Source: an optimization exercise on an open RTL-to-GDS flow (aim: small area). Production flows keep margins and buffers that such runs may drop. In this exercise RTL edits were held to simulation tests only and were not proved equivalent to the original. The clock port is modelled as an ideal driver, which makes a skipped or thinned clock tree look cheaper than it is; a real chip needs a root buffer or a tree. Power and IR drop assume default switching activity.

==> flow/design.v <==
module baudrate_gen
	(
		input clk, rst,
		output tick,
		output bit_tick
	);
	reg [9:0] lfsr;    
	reg [2:0] sub;     
	always @(posedge clk, posedge rst)
		if (rst)
			lfsr <= 10'd1;
		else
			lfsr <= {lfsr[8:0], lfsr[9] ^ lfsr[6]};
	assign tick = ~|lfsr[9:1];    
	always @(posedge clk, posedge rst)
		if (rst)
			sub <= 3'b000;
		else if (tick)
			sub <= {sub[1:0], ~(sub[2] | sub[1])};
	assign bit_tick = tick & sub[2] & ~sub[1];
endmodule
module fifo
	#(parameter
		WORD = 8,
		SIZE = 8
	)
	(
		input clk, rst,
		input wr,                  
		input [WORD-1:0] wr_data,
		input rd,                  
		output [WORD-1:0] rd_data,
		output full, empty
	);
	reg [WORD-1:0] buf_r [0:SIZE-1];
	reg [SIZE-1:0] valid;
	reg [SIZE-1:0] move;     
	integer i;
	always @(*) begin
		move[0] = ~valid[0] | rd;
		for (i = 1; i < SIZE; i = i + 1)
			move[i] = ~valid[i] | move[i-1];
	end
	always @(posedge clk, posedge rst)
		if (rst)
			valid <= {SIZE{1'b0}};
		else begin
			for (i = 0; i < SIZE-1; i = i + 1)
				valid[i] <= move[i] ? valid[i+1] : 1'b1;
			valid[SIZE-1] <= move[SIZE-1] ? (wr & ~full) : 1'b1;
		end
	always @(posedge clk) begin
		for (i = 0; i < SIZE-1; i = i + 1)
			if (move[i])
				buf_r[i] <= buf_r[i+1];
		if (move[SIZE-1])
			buf_r[SIZE-1] <= wr_data;
	end
	assign rd_data = buf_r[0];
	assign full = &valid;
	assign empty = ~valid[0];
endmodule
module uart_rx
	(
		input clk, rst,
		input tick,
		input rx,
		output ready,
		output [7:0] rd_data
	);
	reg busy;
	reg [2:0] sub;     
	reg [9:0] sh;
	wire sample = busy & tick & sub[2] & ~sub[1];
	wire done = sample & ~sh[0];
	always @(posedge clk, posedge rst)
		if (rst)
			busy <= 1'b0;
		else if (~busy)
			busy <= ~rx;
		else if (done)
			busy <= 1'b0;
	always @(posedge clk)
		if (~busy)
			sub <= 3'b001;
		else if (tick)
			sub <= {sub[1:0], ~(sub[2] | sub[1])};
	always @(posedge clk)
		if (~busy | sample)
			sh <= {rx, sh[9:1]};
	assign ready = done;
	assign rd_data = sh[9:2];
endmodule
module uart_tx
	(
		input clk, rst,
		input bit_tick,
		input avail,             
		input [7:0] data,
		output start,            
		output tx
	);
	reg busy, line;
	reg [8:0] sh;
	wire free = ~|sh;
	assign start = bit_tick & free & avail;
	always @(posedge clk, posedge rst)
		if (rst) begin
			busy <= 1'b0;
			line <= 1'b1;
		end else if (bit_tick) begin
			if (free) begin
				busy <= avail;
				line <= ~avail;
			end else
				line <= sh[0];
		end
	always @(posedge clk)
		if (bit_tick | ~busy)
			sh <= {start, sh[8:1] | ({8{start}} & data)};
	assign tx = line;
endmodule
module uart
	(
		input clk, rst,
		output rx_ready,
		input rx,  
		output [7:0] rx_data,
		input uart_rx,	 
		input tx,
		input [7:0] tx_data,
		output tx_full,	 
		output uart_tx
	);
	wire tick, bit_tick;
	baudrate_gen baudrate_inst (
		.clk(clk), .rst(rst),
		.tick(tick), .bit_tick(bit_tick)
	);
	wire rx_done;
	wire [7:0] rx_byte;
	wire rx_empty, rx_full;
	uart_rx rx_inst (
		.clk(clk), .rst(rst),
		.tick(tick), .rx(uart_rx),
		.ready(rx_done), .rd_data(rx_byte)
	);
	fifo rx_fifo (
		.clk(clk), .rst(rst),
		.wr(rx_done), .wr_data(rx_byte),
		.rd(rx), .rd_data(rx_data),
		.full(rx_full), .empty(rx_empty)
	);
	assign rx_ready = ~rx_empty;
	wire tx_empty, tx_start;
	wire [7:0] tx_head;
	fifo tx_fifo (
		.clk(clk), .rst(rst),
		.wr(tx), .wr_data(tx_data),
		.rd(tx_start), .rd_data(tx_head),
		.full(tx_full), .empty(tx_empty)
	);
	uart_tx tx_inst (
		.clk(clk), .rst(rst),
		.bit_tick(bit_tick),
		.avail(~tx_empty), .data(tx_head),
		.start(tx_start), .tx(uart_tx)
	);
endmodule
export LEC_CHECK = 0
export CAP_MARGIN = 20
export CORE_MARGIN = 2
export CORE_UTILIZATION = 70
export CTS_BUF_LIST = sky130_fd_sc_hd__clkbuf_8
export SLEW_MARGIN = 20
create_clock -name core_clock -period 10.0 [get_ports {clk}]
standard.sh (not shown) runs the stock make flow with config.mk's settings and CLKGATE_MAP_FILE= SYNTH_SCRIPT=/design/flow/synth_recipe.tcl, a recipe that flattens the netlist after the stock synthesis.
==> flow/flow/run.sh <==
#!/bin/bash
# The standard layout (standard.sh), with three changes:
#  - ports are buffered with the smallest buffer;
#  - clock tree synthesis adds no dummy loads and builds the tree from
#    clkbuf_4 under a clkbuf_8 root;
#  - after clock tree synthesis, flow/post_cts.tcl rebuilds the clock tree as
#    one root buffer and 18 leaf buffers over equal groups of flip-flops
#    (flow/manual_cts.tcl), then gives each clock buffer the
#    smallest size that keeps the clock slew at its flip-flops low enough, and
#    each logic cell the smallest size that keeps timing, slew and load limits.
# make's output goes to standard.log; each step's own log is under orfs/logs.
set -euo pipefail
here=$(pwd)
export BUFFER_PORTS_ARGS="-buffer_cell sky130_fd_sc_hd__buf_1"
export CTS_ARGS="-sink_clustering_enable -repair_clock_nets -buf_list sky130_fd_sc_hd__clkbuf_4 -root_buf sky130_fd_sc_hd__clkbuf_8 -dont_use_dummy_load"
export POST_CTS_TCL="$here/flow/post_cts.tcl"
bash standard.sh > standard.log 2>&1
==> flow/flow/post_cts.tcl <==
# Rebuild the clock tree as a clkbuf_8 root feeding 18 clkbuf_4 leaves, each
# driving an equal share of the flip-flops grouped by placement.
source [file join [file dirname [info script]] manual_cts.tcl]
mcts_build 18 sky130_fd_sc_hd__clkbuf_4 sky130_fd_sc_hd__clkbuf_8
detailed_placement
check_placement -verbose

# Resize the leaf clock buffers: for each, the smallest clkbuf whose estimated
# slew at every flip-flop clock pin it drives stays under the limit.
set slew_limit 0.110
set sizes {sky130_fd_sc_hd__clkbuf_4 sky130_fd_sc_hd__clkbuf_8 sky130_fd_sc_hd__clkbuf_16}

proc sink_slew { inst } {
  set out [get_pins -of_objects $inst -filter "direction==output"]
  set worst 0
  foreach p [get_pins -of_objects [get_nets -of_objects $out] -filter "direction==input"] {
    foreach a {max min} {
      foreach e {rise fall} {
        set s [get_property $p slew_${a}_$e]
        if {$s > $worst} { set worst $s }
      }
    }
  }
  return $worst
}

proc drives_registers { inst } {
  set out [get_pins -of_objects $inst -filter "direction==output"]
  foreach p [get_pins -of_objects [get_nets -of_objects $out] -filter "direction==input"] {
    if {[string match "*/CLK" [get_full_name $p]]} { return 1 }
  }
  return 0
}

estimate_parasitics -placement
set changed 0
foreach inst [get_cells clkbuf_*] {
  if {![drives_registers $inst]} { continue }
  set orig [get_property $inst ref_name]
  set chosen ""
  foreach m $sizes {
    replace_cell $inst $m
    estimate_parasitics -placement
    if {[sink_slew $inst] <= $slew_limit} { set chosen $m; break }
  }
  if {$chosen eq ""} { set chosen [lindex $sizes end]; replace_cell $inst $chosen }
  if {$chosen ne $orig} { incr changed }
  puts [format "post_cts: %s %s -> %s (%.1f ps)" [get_name $inst] $orig $chosen [expr {1000.0 * [sink_slew $inst]}]]
}
puts "post_cts: resized $changed clock buffers"
detailed_placement
check_placement -verbose
estimate_parasitics -placement

# Downsize logic cells: give each non-register, non-clock cell the smallest
# cell of the same function whose use adds no slew or capacitance violation
# and keeps setup and hold slack.
proc is_dont_use { name } {
  if {![info exists ::env(DONT_USE_CELLS)]} { return 0 }
  foreach pat $::env(DONT_USE_CELLS) {
    if {[string match $pat $name]} { return 1 }
  }
  return 0
}

proc timing_ok { } {
  if {[sta::max_slew_violation_count] > $::ds_slew0} { return 0 }
  if {[sta::max_capacitance_violation_count] > $::ds_cap0} { return 0 }
  if {[sta::worst_slack_cmd max] < 2.0e-9} { return 0 }
  if {[sta::worst_slack_cmd min] < $::ds_hold0} { return 0 }
  return 1
}

set ::ds_slew0 [sta::max_slew_violation_count]
set ::ds_cap0 [sta::max_capacitance_violation_count]
set ::ds_hold0 [expr {min(0.1e-9, [sta::worst_slack_cmd min])}]
set saved 0.0
foreach inst [get_cells *] {
  set m [get_property $inst ref_name]
  if {![regexp {^(sky130_fd_sc_hd__[a-z0-9]+)_([0-9]+)$} $m -> base drive]} { continue }
  if {[regexp {df|dl|clk|tap|fill|decap|conb} $base]} { continue }
  set cur_area [get_property [lindex [get_lib_cells */$m] 0] area]
  set cands {}
  foreach lc [get_lib_cells */${base}_*] {
    set n [get_name $lc]
    if {![regexp "^${base}_\[0-9\]+\$" $n]} { continue }
    if {[is_dont_use $n]} { continue }
    set a [get_property $lc area]
    if {$a < $cur_area} { lappend cands [list $a $n] }
  }
  foreach c [lsort -real -index 0 $cands] {
    replace_cell $inst [lindex $c 1]
    estimate_parasitics -placement
    if {[timing_ok]} {
      set saved [expr {$saved + $cur_area - [lindex $c 0]}]
      puts "post_cts: $inst $m -> [lindex $c 1]"
      break
    }
    replace_cell $inst $m
    estimate_parasitics -placement
  }
}
puts [format "post_cts: downsizing saved %.1f um2" $saved]
detailed_placement
check_placement -verbose
estimate_parasitics -placement
Other scripts of this flow, unchanged in this note and not shown: flow/flow/manual_cts.tcl
==> next run, changes <==
Settings changed: CORE_UTILIZATION 70 to 80.
What happened: The new run ran to the end with no violations; setup slack is worse by 0.10 ns; global-route usage increases by 5.0 points; core utilization increases by 10 points; total power climbs slightly.
==> next run, changes <==
--- a/flow/flow/run.sh
+++ b/flow/flow/run.sh
@@ -5,5 +5,5 @@
 #    clkbuf_4 under a clkbuf_8 root;
 #  - after clock tree synthesis, flow/post_cts.tcl rebuilds the clock tree as
-#    one root buffer and 18 leaf buffers over equal groups of flip-flops
+#    one root buffer and 16 leaf buffers over equal groups of flip-flops
 #    (flow/manual_cts.tcl), then gives each clock buffer the
 #    smallest size that keeps the clock slew at its flip-flops low enough, and
--- a/flow/flow/post_cts.tcl
+++ b/flow/flow/post_cts.tcl
@@ -1,6 +1,6 @@
-# Rebuild the clock tree as a clkbuf_8 root feeding 18 clkbuf_4 leaves, each
+# Rebuild the clock tree as a clkbuf_8 root feeding 16 clkbuf_4 leaves, each
 # driving an equal share of the flip-flops grouped by placement.
 source [file join [file dirname [info script]] manual_cts.tcl]
-mcts_build 18 sky130_fd_sc_hd__clkbuf_4 sky130_fd_sc_hd__clkbuf_8
+mcts_build 16 sky130_fd_sc_hd__clkbuf_4 sky130_fd_sc_hd__clkbuf_8
 detailed_placement
 check_placement -verbose
Settings changed: CORE_UTILIZATION 80 to 70.
Outcome: The new run went through all stages and came out clean. Utilization came out lower by 10 points. Global-route usage came out lower by 5.1 points. Synthesized area stays the same. Critical path depth is unchanged.
No run of this note takes its clock network from TritonCTS; it comes from the design's own scripts or RTL.

## separate check: timing with driven ports
No port has a modelled driver above. Below, the same layouts with a new extraction and two added sets of constraints.
Step 1 sets driving cells, clkbuf_16 on the clock port and buf_2 on the other inputs (assumed; they add their load-dependent delay and slew).
Step 2 times the ports against the registers' clock, not the clock port: input delays grow and output delays shrink by t, the midpoint of the rising clock arrivals with the driver on.
Three values: ideal, step 1, step 2; two values: the first two.
run	t (ns)	setup WS [ns]	slew at the worst register clock pin (ns)	worst slew at a driven data input, ns
the first run	0.451	6.040 / 6.010 / 6.369	0.11 / 0.11	0.03
the second run	0.451	5.937 / 5.904 / 6.331	0.11 / 0.11	0.03
the third run	0.447	6.033 / 6.002 / 6.355	0.11 / 0.11	0.03
After both steps every run listed still meets setup and hold.
